This design comes from an exercise in tuning for small area on the open sky130 flow, not from production work.
Only simulation tests tie the RTL to the original design; equivalence was not proved.
Power and IR drop assume default switching activity.

===== flow/config.mk =====
export PLATFORM = sky130hd
export DESIGN_NAME = main
export DESIGN_NICKNAME = main
export VERILOG_FILES = /design/flow/design.v
export SDC_FILE = /design/flow/constraint.sdc
export NUM_CORES = 4
export LEC_CHECK = 0
export CAP_MARGIN = 20
export CORE_MARGIN = 2
export CORE_UTILIZATION = 40
export SLEW_MARGIN = 20

===== flow/constraint.sdc =====
create_clock -name core_clock -period 20.0 [get_ports {clk}]
set_input_delay 4.0000 -clock core_clock [delete_from_list [all_inputs] [get_ports {clk}]]
set_output_delay 4.0000 -clock core_clock [all_outputs]
set_load 0.01 [all_outputs]

===== flow/run.sh =====
#!/bin/bash
# synth_recipe.tcl (not shown) runs the flow's synth.tcl, then flattens the netlist and writes it again
# the make line also repeats each setting of config.mk as NAME=value (left out here)
make -C /OpenROAD-flow-scripts/flow DESIGN_CONFIG=/design/flow/config.mk WORK_HOME=/design/flow/orfs CLKGATE_MAP_FILE= SYNTH_SCRIPT=/design/flow/synth_recipe.tcl finish

===== flow/design.v =====
module ADC128S022_DRIVER (input clk_in, start_convert, reset, ADC_SDAT,
								  output reg ADC_SCLK, ADC_CS_N, ADC_SADDR,
								  output reg [15:0] data_out,
								  output reg process_flg
								  );
parameter divider_clk = 16;						 
parameter quantity_clk = 16;
reg [7:0] state;	
reg [7:0] next_state;
localparam IDLE 							= 8'd0;
localparam START							= 8'd1;
localparam START_GENERATE				= 8'd2;
localparam REVERSE_CLK              = 8'd3;
localparam STOP							= 8'd4;
reg [7:0] cnt;
reg [7:0] cnt_quantity_clk;
always @* 	
		case (state)
			IDLE:
				if (start_convert == 1'b1) begin
					next_state <= START;
				end
				else begin
					next_state <= IDLE;
				end
			START:	
				if (cnt == divider_clk) begin
					next_state <= START_GENERATE;
				end
				else begin
					next_state <= START;
				end
			START_GENERATE:
				if (cnt == divider_clk) begin
					next_state <= REVERSE_CLK;
				end
				else begin
					next_state <= START_GENERATE;
				end
			REVERSE_CLK:
				if (cnt == divider_clk && cnt_quantity_clk < quantity_clk) begin
					next_state <= START_GENERATE;
				end
				else if (cnt == divider_clk && cnt_quantity_clk == quantity_clk) begin
					next_state <= STOP;
				end
				else begin
					next_state <= REVERSE_CLK;
				end
			STOP:
				if (state == STOP) begin
					next_state <= IDLE;
				end
				else begin
					next_state <= STOP;
				end
			default:
				next_state <= IDLE;
		endcase
always @(posedge clk_in or negedge reset) begin
	if (!reset) begin
		ADC_SCLK <= 1'b1;
		ADC_CS_N <= 1'b1;
		ADC_SADDR <= 1'b0; 
		process_flg <= 1'b0;
		cnt <= 1'b0;
	end
	else begin
	if (start_convert == 1'b1) begin
		process_flg <= 1'b1;
	end
	if (state == START) begin
		ADC_CS_N <= 1'b0;
		ADC_SADDR <= 1'b0;		
	end
	if (process_flg == 1'b1) begin			
		cnt <= cnt + 1'b1;
	end
	if (cnt == divider_clk) begin
		cnt <= 1'b0;
	end
	if (state == START_GENERATE) begin
		ADC_SCLK <= 1'b0;
	end
	if (state == REVERSE_CLK) begin
		ADC_SCLK <= 1'b1;
	end
	if (state == STOP) begin
		process_flg <= 1'b0;				
		ADC_CS_N <= 1'b1;	
		cnt <= 1'b0;
	end
	end
end	
always @(posedge clk_in or negedge reset) begin		
	if (!reset) begin
		cnt_quantity_clk <= 1'b0;
		data_out <= 1'b0;
	end
	else if (!process_flg) begin														
		cnt_quantity_clk <= 1'b0;
	end
	else if (state == REVERSE_CLK && ADC_SCLK == 1'b0) begin
		cnt_quantity_clk <= cnt_quantity_clk + 1'b1;
		data_out <=  {data_out[14:0], ADC_SDAT};
	end
end
always @(posedge clk_in or negedge reset) begin 
	if(!reset) begin
		state <= IDLE;
	end
	else begin
		state <= next_state;
	end
end		
endmodule
module UART_Tx (input clk_Tx, TX_LAUNCH, reset,							 
					 input [7:0] data_in,
					 output wire UART_clk,		
					 output reg	Tx_out,
					 output reg transmit_flg					 
					 );
parameter Fclk = 50 * 1000000;			
parameter Fuart = 921600;		 
parameter divider	= Fclk / Fuart; 
reg [7:0] state;	
reg [7:0] next_state;
reg [7:0] state_cnt;
assign UART_clk = 1'b0;
localparam IDLE 							= 8'd0;
localparam START_BIT						= 8'd1;
localparam SET_DATA_BIT					= 8'd2;
localparam DEC_BIT_CNT					= 8'd3;
localparam STOP_TRANSMIT				= 8'd4;
reg [24:0] cnt;
reg [7:0] bit_cnt;
always @* 	
		case (state)
			IDLE:
				if (TX_LAUNCH == 1'b0 && transmit_flg == 1'b0) begin
					next_state <= START_BIT;
				end
				else begin
					next_state <= IDLE;
				end
			START_BIT:	
				if (cnt == divider) begin
					next_state <= SET_DATA_BIT;
				end
				else begin
					next_state <= START_BIT;
				end
			SET_DATA_BIT:	
				if (cnt == divider) begin
					next_state <= DEC_BIT_CNT;
				end
				else begin
					next_state <= SET_DATA_BIT;
				end				
			DEC_BIT_CNT:
				if (bit_cnt == 8'd7) begin
					next_state <= STOP_TRANSMIT;
				end
				else begin
					next_state <= SET_DATA_BIT;
				end
			STOP_TRANSMIT:
				if (cnt == divider) begin
					next_state <= IDLE;
				end
				else begin
					next_state <= STOP_TRANSMIT;
				end
			default:
				next_state <= IDLE;
		endcase
always @(posedge clk_Tx or negedge reset) begin
	if (!reset) begin
		transmit_flg <= 1'b0;
		cnt <= 1'b0;
		bit_cnt <= 8'd0;
		Tx_out <= 1'b1;
	end
	else begin
	if (TX_LAUNCH == 1'b0) begin
		transmit_flg <= 1'b1;
	end
	if (transmit_flg == 1'b1) begin
		cnt <= cnt + 1'b1;
	end
	if (cnt == divider) begin
		cnt <= 1'b0;
	end
	if (state == IDLE) begin
		cnt <= 1'b0;
		transmit_flg <= 1'b0;
		bit_cnt <= 1'b0;
		Tx_out <= 1'b1;
	end
	if (state == START_BIT) begin
		Tx_out <= 1'b0;
	end
	if (state == SET_DATA_BIT) begin
		Tx_out <= data_in[bit_cnt];
	end
	if (state == DEC_BIT_CNT) begin
		bit_cnt <= bit_cnt + 1'b1;
	end
	if (state == STOP_TRANSMIT) begin
		Tx_out <= 1'b1;
	end
	end
end	
always @(posedge clk_Tx or negedge reset) begin 
	if(!reset) begin
		state <= IDLE;
	end
	else begin
		state <= next_state;
	end
end		
endmodule
module main
				#(
				  parameter gate_width = 10,
				  parameter MMa_width = 5
				 )
				 (
				  input logic clk, start_read, reset, ADC_SDAT,
				  output logic iv_hold, iv_reset,
				  output logic [gate_width:0] gate, 
				  output logic [MMa_width - 1:0] M, Ma,
				  output logic ADC_SCLK, ADC_CS_N, ADC_SADDR, Tx_out,
				  output logic [7:0] LED
				 );				 
parameter delay_launch_module	= 5;											 
parameter reset_time 			= 100;
parameter accumulation_time 	= 100;
parameter iv_hold_time 			= 10;
parameter iv_reset_time			= 10;
logic [15:0] data_from_ADC;	
logic start_convert; 
logic ADC_process;	
logic TX_LAUNCH;
logic UART_TX_process;
logic [7:0] state;	
logic [7:0] next_state;
localparam IDLE 							= 8'd0;
localparam START_READ					= 8'd1;
localparam ACCUMULATION					= 8'd2;
localparam SELECT_PIXEL					= 8'd3;
localparam IV_HOLD						= 8'd4;
localparam ADC								= 8'd5;
localparam UART_TRANSMIT				= 8'd6;
localparam IV_RESET						= 8'd7;
localparam RESET_SENSOR					= 8'd8;
logic process_flg;
logic [12:0] reset_cnt;
logic [12:0] accum_cnt;
logic [12:0] row_cnt;
logic [12:0] column_cnt;
logic [12:0] iv_hold_cnt;
logic [12:0] iv_reset_cnt;
logic [7:0]  adc_cnt;
logic [7:0]	 uart_cnt;
assign LED[0] = process_flg;
assign LED[1] = ~Tx_out;
assign LED[7:2] = 6'b000000;
always @* 	
		case (state)
			IDLE:	
				if (process_flg == 1'b1) begin
					next_state <= START_READ;
				end
				else begin
					next_state <= IDLE;
				end
			START_READ:
				if (state == START_READ) begin
					next_state <= ACCUMULATION;
				end
				else begin
					next_state <= START_READ;
				end	
			ACCUMULATION:	
				if (state == ACCUMULATION && accum_cnt == accumulation_time) begin
					next_state <= SELECT_PIXEL;
				end
				else begin
					next_state <= ACCUMULATION;
				end
			SELECT_PIXEL:	
				if (state == SELECT_PIXEL) begin
					next_state <= IV_HOLD;
				end
				else begin
					next_state <= SELECT_PIXEL;
				end
			IV_HOLD:
				if (iv_hold_cnt == iv_hold_time) begin
					next_state <= ADC;
				end
				else if (gate == {1'b1, {gate_width{1'b0}}}) begin
					next_state <= RESET_SENSOR;
				end
				else begin
					next_state <= IV_HOLD;
				end				
			ADC:	
				if (adc_cnt >= 7'd5 && ADC_process == 1'b0) begin
					next_state <= UART_TRANSMIT;
				end
				else begin
					next_state <= ADC;
				end
			UART_TRANSMIT:	
				if (uart_cnt >= 7'd5 && UART_TX_process == 1'b0) begin
					next_state <= IV_RESET;
				end
				else begin
					next_state <= UART_TRANSMIT;
				end
			IV_RESET:
				if (iv_reset_cnt == iv_reset_time) begin
					next_state <= SELECT_PIXEL;
				end
				else begin
					next_state <= IV_RESET;
				end	
			RESET_SENSOR:
				if (state == RESET_SENSOR && reset_cnt == reset_time) begin
					next_state <= IDLE;
				end
				else begin
					next_state <= RESET_SENSOR;
				end
			default:
				next_state <= IDLE;
		endcase
always @(posedge clk or negedge reset) begin
	if (!reset) begin
		process_flg <= 1'b0;
		gate <= {gate_width + 1{1'b1}};
		M 	  <= {MMa_width {1'b1}};
		Ma   <= {MMa_width {1'b1}};
		iv_reset 	<= 1'b0;
		iv_hold		<= 1'b1;
		iv_hold_cnt 	<= 1'b0;
		iv_reset_cnt 	<= 1'b0;
		reset_cnt	<= 1'b0;
		accum_cnt 	<= 1'b0;
		row_cnt 		<= 1'b0;
		column_cnt 	<= 1'b0;
		start_convert <= 1'b0;
		TX_LAUNCH	  <= 1'b1;
		adc_cnt 	<= 1'b0;
		uart_cnt 	<= 1'b0;
	end
	else begin
	if (state == IDLE) begin
		start_convert <= 1'b0;
		TX_LAUNCH	  <= 1'b1;
		gate <= {gate_width + 1{1'b1}};		 
		M 	  <= {MMa_width {1'b1}};			 
		Ma   <= {MMa_width {1'b1}};
		iv_reset 	<= 1'b0;
		iv_hold		<= 1'b1;
		iv_hold_cnt 	<= 1'b0;
		iv_reset_cnt 	<= 1'b0;
		accum_cnt 	<= 1'b0;
		reset_cnt 	<= 1'b0;
		row_cnt 		<= 1'b0;
		column_cnt 	<= 1'b0;
	end
	if (start_read == 1'b0) begin
		process_flg <= 1'b1;
	end
	if (state == START_READ) begin
		iv_reset <= 1'b1;
	end
	if (state == ACCUMULATION) begin
		accum_cnt <= accum_cnt + 1'b1;
		gate <= {gate_width + 1{1'b0}};			 
		M 	  <= {MMa_width {1'b0}};				 
		Ma   <= {MMa_width {1'b0}};
	end
	if (accum_cnt == accumulation_time) begin
		accum_cnt <= 1'b0;
	end
	if (state == SELECT_PIXEL) begin
		iv_reset 	<= 1'b1;
		iv_hold		<= 1'b0;
		if (Ma == 1'b0) begin
			Ma <= Ma + 1'b1;
			M <= M + 1'b1;
			gate <= gate + 1'b1;
		end
		if (Ma != 1'b0) begin
			Ma <= Ma << 1;
		end
		if (Ma == {1'b1, {MMa_width - 1{1'b0}}}) begin			
			Ma   <= {{MMa_width - 1{1'b0}}, {1'b1}};														
			M 		<= M 	<< 1;
		end
		if (M == {1'b1, {MMa_width - 1{1'b0}}} && Ma == {1'b1, {MMa_width - 1{1'b0}}}) begin
			M 	  <= {{MMa_width - 1{1'b0}}, {1'b1}};
			gate <= gate << 1;
		end
	end
	if (state == IV_HOLD) begin
		iv_reset 	<= 1'b1;
		iv_hold		<= 1'b0;
		iv_hold_cnt <= iv_hold_cnt + 1'b1;
	end
	if (iv_hold_cnt == iv_hold_time) begin
		iv_hold_cnt <= 1'b0;
	end
	if (state == ADC && adc_cnt < delay_launch_module) begin
		start_convert <= 1'b1;
		adc_cnt <= adc_cnt + 1'b1;
	end
	if (adc_cnt == delay_launch_module) begin
		start_convert <= 1'b0;
	end
	if (state != ADC) begin
		adc_cnt <= 1'b0;
	end
	if (state == UART_TRANSMIT && uart_cnt < delay_launch_module) begin
		iv_reset 	<= 1'b0;
		iv_hold		<= 1'b1;
		uart_cnt <= uart_cnt + 1'b1;
		TX_LAUNCH 	<= 1'b0;
	end	
	if (uart_cnt == delay_launch_module) begin
		TX_LAUNCH 	<= 1'b1;
	end
	if (state != UART_TRANSMIT) begin
		uart_cnt <= 1'b0;
	end
	if (state == IV_RESET) begin
		iv_reset 	<= 1'b0;
		iv_hold		<= 1'b1;
		iv_reset_cnt <= iv_reset_cnt + 1'b1;
	end
	if (iv_reset_cnt == iv_reset_time) begin
		iv_reset_cnt <= 1'b0;
	end
	if (state == RESET_SENSOR) begin
		gate <= {gate_width + 1{1'b1}};			 
		M 	  <= {MMa_width {1'b1}};				 
		Ma   <= {MMa_width {1'b1}};
		iv_reset 	<= 1'b0;
		iv_hold		<= 1'b1;
		reset_cnt <= reset_cnt + 1'b1;
	end
	if (reset_cnt == reset_time) begin
		reset_cnt <= 1'b0;
		process_flg <= 1'b0;
	end
	end
end	
always @(posedge clk or negedge reset) begin 
	if(!reset) begin
		state <= IDLE;
	end
	else begin
		state <= next_state;
	end
end		
ADC128S022_DRIVER ADC1 		(.clk_in(clk), .start_convert(start_convert), .reset(reset), .process_flg(ADC_process),
									 .ADC_SDAT(ADC_SDAT), .ADC_SCLK(ADC_SCLK), .ADC_CS_N(ADC_CS_N), 
									 .ADC_SADDR(ADC_SADDR), .data_out(data_from_ADC));
UART_Tx UART_Tx  				(.clk_Tx(clk), .TX_LAUNCH(TX_LAUNCH), .reset(reset), .data_in(data_from_ADC[11:4]), 
									 .Tx_out(Tx_out), .transmit_flg(UART_TX_process));
endmodule

==> out/results.txt, run 1 <==
The run gives 45.2% as the sequential share of the synthesized area. The tools report the weighted congestion reported at the end of routability-driven placement as 0.837. During synthesis, Yosys emitted a total of 3 warnings. The worst setup path is captured at an output pin. The share of total power dissipated in the clock network is 49.4%. The instance count of the mapped netlist came out at 1,048.

Once layout is complete, the cells apart from fillers number 1,390. The run finished with no timing, DRC or antenna violations. Setup violations remaining at the end of the flow were counted as 0. The width of the chip works out to 158 um. The startpoint identified for the worst hold timing path is uart_cnt[3].

Across the run, the number of max-cap violations was 0. The worst register-to-register path ends at reset_cnt[4]. The number of cells on the critical path is 1, and the ratio of cells with drive above 1 in the final layout is 9.90%. The pin count of the biggest net entering global routing came out at 98. Count of antenna-violating nets left after detailed routing: 0. For the final-layout worst hold slack, the log shows 0.472 ns. Clock tree synthesis found a total of 170 sinks.

The cts-stage hold buffer count is 0, and the number of slew-limit violations in the final report is 0. The final layout contains 1,089 nets. The first detailed-routing pass ran for 5 iterations. The synthesized design contains 170 register bits. Per report_power, the sequential group accounts for 49.4% of the total. The count of buffering cells on the critical path with inverters included was 1; the shortest period the worst path allows was 5.83 ns. The first global-routing pass estimated 35,900 um of wire. In the synthesized netlist the async set-or-reset flop fraction comes to 100%. The tools report the initial standard-cell utilization of the core as 40.6%. For the final routed wirelength across all metal layers, the log shows 21,000 um.

Floorplan row count: 56. Internal power of the cells: 0.535 mW. Critical path class: reg -> out.

The mapped netlist covers 9470 um^2. The height of the die is 158 um. The period utilization came out at 29.1%.

The endpoint of the worst hold path is TX_LAUNCH. The path type of the worst min-delay path is reg -> reg. Total via count after detailed routing: 7,584. The startpoint identified for the worst register-to-register timing path is state[0].

The layout has 2,264 filler cells. The worst register-to-register path has a depth of 6. The longest clock path from root to sink contains 2 buffers.

Clock latency on the worst-skew pair, taken at its later pin, is 0.43 ns. The hold violation total from the final report was 0; the data required time of the worst path was 16.00 ns. The tools report the part of the power in combinational logic as 1.2%. The logs give 0 for the number of antenna violations at the first check in global routing and 0 for the DRC violation count after routing. The switching power share of the total was 23.2%; the critical-path maximum fanout was 21. Overall track demand over capacity in global routing: 17.6%. The aggregate global routing overflow was 0; the number of global-route vias before repair was 7,168. The number of distinct library cells after synthesis was 75; the number of diodes added for antenna fixing was 0. Data arrives at the worst endpoint at 1.83 ns. The die footprint was 24,900 um^2. In the synthesized netlist the dominant register cell turns out to be sky130_fd_sc_hd__dfrtp_1. The number of buffers added by the clock tree synthesis step is 17, and the synthesized area per cell is 9.04 um^2. The tools report the internal reg-to-reg setup slack as 17.12 ns.

The top cell types in the final layout, fill and taps aside, are sky130_fd_sc_hd__dfrtp_1, sky130_fd_sc_hd__nor2_1, sky130_fd_sc_hd__nand2_1, sky130_fd_sc_hd__o21ai_0, sky130_fd_sc_hd__nand3_1. Between clock sinks in the finished design, the worst skew comes to 0.00931 ns. Measured against its own limit, the worst slew margin works out to 36.8%.

Instance area at placement: 10,000 um^2. The tools report the largest vdd supply drop as 0.0475 mV. Setup repair after global routing left no endpoint under its margin. The area growth from synthesis to layout is 12.0%. The detailed-placement wirelength estimate is 13,800 um. The tools report the number of placed cells counting well taps as 1,358. Cell depth of the worst min-delay path: 1. Port buffering added 31 buffers. Dividing the detail-routed wire length by the instance count gives 15.1 um. The actual transition at the worst max-transition pin is 0.940 ns. After the first detailed-routing iteration, the DRC count stood at 499. Total non-filler cell area in the finished layout: 10,600 um^2. Based on the critical path, the design can be clocked at up to 0.172 GHz.

Clock-pin slew was measured on the worst setup and hold paths at 0.07 ns. TritonCTS built the clock tree. The post-CTS setup repair buffer count was 0.

In this run, post-CTS repair resized a total of 0 instances. Per-cell via count in the routed design: 5.46. The core area came out at 23,300 um^2. Cell at the root of the clock tree: sky130_fd_sc_hd__clkbuf_16.

The leakage power of the design came out at 4.61 nW. Commonest non-fill, non-tap cell in the layout: sky130_fd_sc_hd__dfrtp_1. The core occupancy in the finished layout was 45.5%. The signal on the critical path passes through clkdlybuf4s50_1. The deepest level of the CTS H-tree is 4.

The tools report the I/O pin count as 39. On the worst path, the slowest cell contributes a delay of 0.77 ns. STA classifies the critical path startpoint as a flop. The number of enable-type register cells in the synthesized netlist was 0; the power per cell area was 65.6 nW/um^2. Broken down by cell family, the worst path's largest delay share belongs to flip-flops.

For the net switching power of the design, the log shows 0.162 mW. The final total negative setup slack was 0 ns. Among all stages on the critical path, the largest delay is contributed by sky130_fd_sc_hd__dfstp_2.
## stage by stage
step	total power, mW	setup WS [ns]
2_1_floorplan	0.352	15.39
3_3_place_gp	0.359	14.24
3_5_place_dp	0.359	14.25
4_1_cts	0.704	14.15
5_1_grt	0.722	14.12
6_report	0.696	14.17
## state kept, by name (all words and copies together) (netlist names), 11 cells and up
register / cells
UART_Tx.cnt: 25
accum_cnt: 13
iv_hold_cnt: 13
iv_reset_cnt: 13
reset_cnt: 13
ADC1.data_out: 12
gate: 11
## cell usage after synthesis (7+ instances only)
cell / n / area share (%)
sky130_fd_sc_hd__a21oi_1: 41 / 2.2
sky130_fd_sc_hd__nor3_1: 28 / 1.5
sky130_fd_sc_hd__or3_1: 11 / 0.73
sky130_fd_sc_hd__nor2_1: 124 / 4.9
sky130_fd_sc_hd__a31oi_1: 22 / 1.5
sky130_fd_sc_hd__inv_1: 38 / 1.5
sky130_fd_sc_hd__ha_1: 27 / 3.6
sky130_fd_sc_hd__clkbuf_1: 33 / 1.3
sky130_fd_sc_hd__and2_1: 15 / 0.99
sky130_fd_sc_hd__xor2_1: 27 / 2.5
sky130_fd_sc_hd__dfrtp_1: 144 / 38
sky130_fd_sc_hd__xnor2_1: 26 / 2.4
sky130_fd_sc_hd__o31ai_1: 7 / 0.55
sky130_fd_sc_hd__mux2i_1: 10 / 1.1
sky130_fd_sc_hd__or4_1: 10 / 0.79
sky130_fd_sc_hd__and3_1: 24 / 1.6
sky130_fd_sc_hd__nand2_1: 113 / 4.5
sky130_fd_sc_hd__o21ai_1: 12 / 0.63
sky130_fd_sc_hd__o21ai_0: 74 / 3.9
sky130_fd_sc_hd__nor4_1: 10 / 0.66
sky130_fd_sc_hd__nand3_1: 44 / 2.3
sky130_fd_sc_hd__buf_2: 9 / 0.48
sky130_fd_sc_hd__or2_2: 7 / 0.46
sky130_fd_sc_hd__dfstp_2: 26 / 7.2
sky130_fd_sc_hd__nor2b_1: 7 / 0.46
sky130_fd_sc_hd__buf_4: 8 / 0.63
sky130_fd_sc_hd__mux2_2: 12 / 1.4
sky130_fd_sc_hd__nand4_1: 33 / 2.2
## area by class of cell
class	count	area (um^2)	share of cell area [%]
clock inverters	15	180	1.70
flip-flops and latches	170	4290	40.4
well taps	319	399	3.76
repair buffers	41	387	3.64
clock buffers	17	425	4.01
inverters	38	143	1.34
multi-input cells	790	4790	45.2
## power groups by stage
stage / combinational, mW / clock, mW / sequential [mW]
5_1_grt: 0.00968 / 0.368 / 0.344
3_5_place_dp: 0.00868 / 0 / 0.350
2_1_floorplan: 0.00168 / 0 / 0.351
3_3_place_gp: 0.00870 / 0 / 0.350
6_report: 0.00802 / 0.344 / 0.344
4_1_cts: 0.00867 / 0.351 / 0.344
## cell families (layout without fill, tap and decap cells)
group,Yosys count,in the layout,synth area share (%)
compound gates,215,215,14.0
xor+xnor,53,53,4.90
fa+ha+maj,27,27,3.57
buf+inv,94,111,4.48
flops,170,170,45.2
mux,24,24,2.96
other cells,1,7,0.0396
simple gates,464,464,24.8
## worst max-delay path by stage
stage / startpoint / to / slack, ns
after floorplan: UART_Tx.Tx_out / LED[1] / 15.39
after global routing: Ma[4] / Ma[4] / 14.12
after CTS: Ma[4] / Ma[4] / 14.15
final: Ma[4] / Ma[4] / 14.17
after global placement: reset / UART_Tx.cnt[3] / 14.24
after detailed placement: reset / UART_Tx.cnt[1] / 14.25
## layer usage
| layer | part of all wire (%) | vias up | GRT usage (%) |
|---|---|---|---|
| met5 | 0 | - | 0 |
| met4 | 0.93 | 0 | 4.94 |
| met3 | 3.3 | 17 | 2.82 |
| met2 | 46 | 137 | 27.8 |
| met1 | 50 | 3674 | 25.1 |
| li1 | - | 3756 | - |
==> run 2, diff against run 1 <==
==> flow/design.v (replaced) <==
module main
  #(
    parameter gate_width = 10,
    parameter MMa_width = 5
   )
   (
    input  logic clk, start_read, reset, ADC_SDAT,
    output logic iv_hold, iv_reset,
    output logic [gate_width:0] gate,
    output logic [MMa_width - 1:0] M, Ma,
    output logic ADC_SCLK, ADC_CS_N, ADC_SADDR, Tx_out,
    output logic [7:0] LED
   );
  localparam [5:0] S_G1    = 6'd37;   
  localparam [5:0] S_G2    = 6'd38;   
  localparam [5:0] S_SB    = 6'd39;   
  localparam [5:0] S_POST1 = 6'd48;   
  localparam [5:0] S_POST2 = 6'd49;
  localparam [5:0] S_END1  = 6'd55;   
  localparam [5:0] S_END2  = 6'd56;
  localparam [5:0] S_IDLE  = 6'd57;
  localparam [5:0] S_START = 6'd58;
  localparam [5:0] S_ACC1  = 6'd59;   
  localparam [5:0] S_ACCA  = 6'd60;   
  localparam [5:0] S_ACCB  = 6'd61;
  localparam [5:0] S_PRE   = 6'd62;   
  localparam [5:0] S_ADC0  = 6'd63;   
  logic       busy;
  logic [5:0] seg;
  logic [5:0] cnt;
  logic [3:0] gi;
  logic [2:0] mi, mai;
  logic [7:0] data;
  logic adc_seg;
  assign adc_seg = ~seg[5] | (seg == S_ADC0);
  logic term;
  always_comb begin
    case (seg)
      S_G1, S_G2:                  term = (cnt == 6'd1);
      S_START, S_ACC1:             term = (cnt == 6'd0);
      S_SB, 6'd40:                 term = (cnt == 6'd55);
      6'd41, 6'd42, 6'd43, 6'd44, 6'd45, 6'd46, 6'd47, S_POST1:
                                   term = (cnt == 6'd54);
      S_POST2:                     term = (cnt == 6'd11);
      S_END1, S_END2, S_ACCA:      term = (cnt == 6'd49);
      S_ACCB:                      term = (cnt == 6'd50);
      S_IDLE:                      term = busy;
      S_PRE:                       term = (gi == 4'd10) ? (cnt == 6'd1) : (cnt == 6'd13);
      default:                     term = adc_seg ? (cnt == 6'd16) : 1'b1;
    endcase
  end
  logic [5:0] seg_next;
  always_comb begin
    case (seg)
      6'd31:   seg_next = S_G1;
      S_POST2: seg_next = S_PRE;
      S_PRE:   seg_next = (gi == 4'd10) ? S_END1 : S_ADC0;
      default: seg_next = (adc_seg | seg >= S_G1 && seg <= S_POST2 || seg >= S_END1) ? seg + 6'd1 : S_IDLE;
    endcase
  end
  always_ff @(posedge clk or negedge reset)
    if (!reset) begin
      busy <= 1'b0;
      seg  <= S_IDLE;
    end else begin
      busy <= (busy | ~start_read) & ~(seg == S_END2 && term);
      if (term) seg <= seg_next;
    end
  always_ff @(posedge clk) begin
    cnt <= term ? 6'd0 : cnt + 6'd1;
    if (seg == S_IDLE) begin
      gi <= 4'd0; mi <= 3'd0; mai <= 3'd0;
    end else if (seg == S_POST2 && term) begin
      if (mai == 3'd4) begin
        mai <= 3'd0;
        if (mi == 3'd4) begin
          mi <= 3'd0;
          gi <= gi + 4'd1;
        end else
          mi <= mi + 3'd1;
      end else
        mai <= mai + 3'd1;
    end
    if (~seg[5] && ~seg[0] && (seg[4] ^ seg[3]) && cnt == 6'd16)
      data <= {data[6:0], ADC_SDAT};
  end
  logic ones, zeros;
  assign ones  = (seg >= S_END1 && seg <= S_ACC1);
  assign zeros = (seg == S_ACCA || seg == S_ACCB);
  always_comb begin
    gate = '0; M = '0; Ma = '0;
    if (ones) begin
      gate = '1; M = '1; Ma = '1;
    end else if (!zeros) begin
      gate[gi] = 1'b1; M[mi] = 1'b1; Ma[mai] = 1'b1;
    end
  end
  assign iv_hold   = ~(adc_seg | seg == S_PRE | seg == S_G1);
  assign iv_reset  = adc_seg | seg == S_PRE | seg == S_G1 | seg == S_ACC1 | zeros;
  assign ADC_CS_N  = ~adc_seg;
  assign ADC_SCLK  = seg[5] | seg[0];
  assign ADC_SADDR = 1'b0;
  assign Tx_out    = (seg == S_SB) ? 1'b0 : (seg[5:3] == 3'b101) ? data[seg[2:0]] : 1'b1;
  assign LED       = {6'b000000, ~Tx_out, busy};
endmodule
==> out/results.txt, run 2 <==
The flow ran to the end and the layout has no timing, DRC or antenna violations. Leaving out fill and tap cells, the most frequent cell in the layout is sky130_fd_sc_hd__nand2_1. The ratio of cells with drive above 1 in the final layout is 6.03% (-3.9 points). The number of cells traversed by the worst register-to-register path came out at 10 (+4). The top cell type by total area after synthesis is sky130_fd_sc_hd__ha_1. Sequential cell area in the final layout: 741 um^2 (-83%). The worst hold path begins at data[4]. The height of the die came out at 85.7 um (-46%).

Share of synthesized flip-flops with an asynchronous set or reset: 22.6% (-77 points). The logs give 0.0248 mW (-85%) for the net switching power of the design and 634 (-72%) for the total of fill cells in the finished design. The width of the chip is 85.7 um (-46%). The worst setup skew after layout is 0.00460 ns (-0.00471 ns), and the internal reg-to-reg setup slack is 16.37 ns (-0.75 ns). The logs give 0.147 GHz (-14%) for the fmax and 0 (unchanged) for the post-CTS setup repair buffer count.

The clock-pin slew reported for the worst setup and hold paths after clock tree synthesis is 0.07 ns (about the same), and the total via count after detailed routing is 2,353 (-69%). The register with the most flip-flops is data. Setup repair after global routing left no endpoint under its margin.

The run gives 0 (unchanged) as the hold violation total from the final report. The DRC violation total after the first TritonRoute iteration was 103 (-79%). By area the synthesized netlist is led by sky130_fd_sc_hd__ha_1, sky130_fd_sc_hd__dfxtp_1, sky130_fd_sc_hd__edfxtp_1. The tools report the cell area after synthesis as 2670 um^2 (-72%). The cell at the root of the clock tree was sky130_fd_sc_hd__clkbuf_8. For the overall track demand over capacity in global routing, the log shows 17.4% (-0.23 points). The fraction of post-synthesis cell area in the top cell type by area came out at 13.1% (-25 points). The worst setup path is of the reg -> out kind. The core area is 6390 um^2 (-73%), and the sequential share of the synthesized area is 27.8% (-17 points). The synthesized area per cell works out to 8.19 um^2 (-9.4%).

The worst hold path terminates at data[5]. The count of maximum capacitance violations is 0 (unchanged), and the final net count is 379 (-65%). The number of flip-flops under the largest register name is 8 (-68%). The tools report the reg-to-reg endpoint as seg[2].

The tools report the portion of total power attributed to sequential cells as 56.7% (+7.3 points). The kind of launch point of the worst setup path was a flop. In this run the critical register-to-register path is launched from seg[1]. For the number of global-route vias before repair, the log shows 2,153 (-70%).

Path type of the worst min-delay path: reg -> reg. Data required time of the worst path: 16.00 ns (about the same). Counting instances in the post-synthesis netlist gives the leading cell types as sky130_fd_sc_hd__nand2_1, sky130_fd_sc_hd__nor2_1, sky130_fd_sc_hd__ha_1. The tools report the count of antenna-violating nets left after detailed routing as 0 (unchanged). Instance count of the mapped netlist: 326 (-69%). The first-pass iteration count of the detailed router came out at 4 (-1). The final total negative setup slack was 0 ns (unchanged).

The number of antenna violations at the first check in global routing was 0 (unchanged). The pin count of the biggest net entering global routing is 25 (-74%), and the period utilization is 34.0% (+4.9 points). The final routed wirelength across all metal layers is 6160 um (-71%), and the total power consumption of the routed design is 0.113 mW (-84%). Per-cell via count in the routed design: 5.54 (+1.5%). The shortest period the worst path allows came out at 6.80 ns (+0.977 ns). In the layout the commonest cells are sky130_fd_sc_hd__nand2_1, sky130_fd_sc_hd__nor2_1, sky130_fd_sc_hd__clkdlybuf4s50_1, sky130_fd_sc_hd__ha_1, sky130_fd_sc_hd__inv_1. Among all flip-flop cells after synthesis, the most frequent one is sky130_fd_sc_hd__dfxtp_1. The total setup violations reported at the end of the flow is 0 (unchanged). The TritonCTS sink count is 31 (-82%). For the floorplan row count, the log shows 29 (-48%). The post-route worst setup slack was 13.20 ns (-0.977 ns). The arrival time at the worst endpoint is 2.80 ns (+0.97 ns), and the switching power share of the total is 21.9% (-1.3 points).

The count of buffers inserted at the top-level ports works out to 31 (unchanged). Critical-path maximum fanout: 19 (-9.5%). The most frequently used cell type in the post-synthesis netlist was sky130_fd_sc_hd__nand2_1. The leakage power of the design came out at 1.23 nW (-73%). The detailed-placement wirelength estimate is 4630 um (-66%).

The logs give 0.28 ns (-0.15 ns) for the later-pin clock latency in the skew report and 5 (-12) for the number of buffers added by the clock tree synthesis step. For the maximum number of buffers from clock root to sink, the log shows 2 (unchanged). The tools report the first-pass GRT wire length as 10,400 um (-71%). The area growth from synthesis to layout is 14.7%. The power per cell area was 37.0 nW/um^2 (-44%); the cts-stage hold buffer count was 0 (unchanged). TritonCTS built the clock tree. The number of enable-type register cells in the synthesized netlist is 8 (+8), and the DRC violation count after routing is 0 (unchanged).

The area of the multi-input gates is 1770 um^2 (-63%). The die footprint was 7340 um^2 (-71%). The run gives 39 (unchanged) as the I/O pin count. The logs give 0 (unchanged) for the aggregate global routing overflow and 0 (unchanged) for the number of diodes added for antenna fixing. The tools report the number of slew-limit violations in the final report as 0 (unchanged). The weighted congestion reported at the end of routability-driven placement was 0.888 (+6.2%); the part of the power in combinational logic was 1.2% (about the same). The run gives 0 (unchanged) as the post-cts resize count.

The fraction of power consumed by the clock network was 42.1% (-7.3 points); the actual transition at the worst max-transition pin was 0.732 ns (-0.208 ns). The number of storage elements in the synthesis netlist was 31 (-82%). The largest registers in the layout are data x8, cnt x6, seg x6. Cell depth of the worst min-delay path: 0 (-1). The placement-stage worst setup slack came out at 13.50 ns (-0.754 ns). The logs give 0.0230 mV (-52%) for the largest vdd supply drop and 1 (-2) for the number of warnings reported in the yosys synthesis log. The internal power of the cells was 0.0885 mW (-83%). The deepest level of the CTS H-tree was 2 (-2); the detailed-route wire length per cell was 14.5 um (-4.2%). The worst setup path is captured at an output pin. The headroom to the max-slew limit was 50.6% (+14 points); the initial standard-cell utilization of the core was 41.8% (+1.2 points). The tools report the number of distinct library cells after synthesis as 60 (-20%).
[run 2: cell count changes after synthesis, sizes merged, moves of 21 or more]
cell | before | now
nand3 | 44 | 10
xor2 | 27 | 3
nand4 | 33 | 3
clkbuf | 33 | 12
dfrtp | 144 | 3
a21oi | 41 | 14
o21ai | 86 | 13
nor2 | 124 | 35
dfstp | 26 | 4
nand2 | 113 | 42
[run 2: cell families (layout without fill, tap and decap cells)]
kind of cell	after synthesis	after routing	share of synthesized area [%]
buf+inv	41	57	7.13
mux	8	8	3.94
compound gates	61	61	16.6
simple gates	146	146	28.0
xor+xnor	10	10	3.28
flops	31	31	27.8
fa+ha+maj	28	28	13.1
other cells	1	7	0.141
[run 2: worst max-delay path, stage by stage (launching register included)]
cell                              delay [ns]
sky130_fd_sc_hd__dfstp_2                0.63
sky130_fd_sc_hd__ha_1                   0.34
sky130_fd_sc_hd__xnor2_1                0.15
sky130_fd_sc_hd__nor2_1                 0.07
sky130_fd_sc_hd__or3_1                  0.60
sky130_fd_sc_hd__o31ai_1                0.16
sky130_fd_sc_hd__clkdlybuf4s50_1        0.57
[run 2: area by class of cell]
class	instances	area share [%]
sequential	31	24.2
inverter	18	2.21
timing repair buffer	31	10.1
tap	77	3.15
multi-input combinational	260	57.7
clock buffer	6	2.37
clock inverter	2	0.245
[run 2: worst max-delay path by stage]
stage,startpoint,end
2_1_floorplan,seg[2],M[1]
3_3_place_gp,seg[0],gate[2]
3_5_place_dp,seg[0],M[4]
4_1_cts,seg[0],M[4]
5_1_grt,seg[0],gate[4]
6_report,seg[0],M[4]
[run 2: power by group through the flow]
| stage | Clock [mW] | Combinational [mW] | Sequential, mW |
|---|---|---|---|
| floorplan | 0 | 0.00159 | 0.0656 |
| global placement | 0 | 0.00142 | 0.0656 |
| detailed placement | 0 | 0.00141 | 0.0656 |
| CTS | 0.0503 | 0.00141 | 0.0642 |
| global route | 0.0532 | 0.00158 | 0.0642 |
| finish | 0.0477 | 0.00141 | 0.0642 |
[run 2: through the flow]
step	util (%)	hold slack (ns)	std cells	instance area, um^2
2_1_floorplan	-	0.421	332	2690
3_3_place_gp	46.6	0.434	417	2980
3_5_place_dp	46.6	0.439	417	2980
4_1_cts	47.8	0.460	425	3060
5_1_grt	47.9	0.469	425	3060
6_report	47.9	0.451	425	3060
[run 2: metal layers]
layer / vias to the layer above / part of all wire [%] / track usage (%)
li1: 1183 / - / -
met1: 1078 / 47 / 23.8
met2: 84 / 45 / 28.6
met3: 8 / 6.3 / 2.79
met4: 0 / 1.1 / 4.76
met5: - / 0 / 0

## what the ideal ports hide
No port has a modelled driver above. Below, the same layouts with a new extraction and two added sets of constraints. Step 1 (the two cells are an assumption about what drives the block):
set clk [get_ports {clk}]
set_driving_cell -lib_cell sky130_fd_sc_hd__clkbuf_16 $clk
set_driving_cell -lib_cell sky130_fd_sc_hd__buf_2 [delete_from_list [all_inputs] $clk]
Step 2 moves the port delays by t, midway between the first and last clock arrival at a register: inputs arrive t later, outputs are due t later. That takes back most of the time a late clock gives input paths. a / b / c = ideal ports / drivers / drivers and shift; a / b = the first two.
run | t, ns | slack for setup (ns) | worst data-port slew with drivers (ns)
run 1 | 0.473 | 14.174 / 14.126 / 14.382 | 0.04
run 2 | 0.305 | 13.197 / 13.170 / 13.476 | 0.03
After both steps every run listed still meets setup and hold. Setup slack includes reset recovery checks.
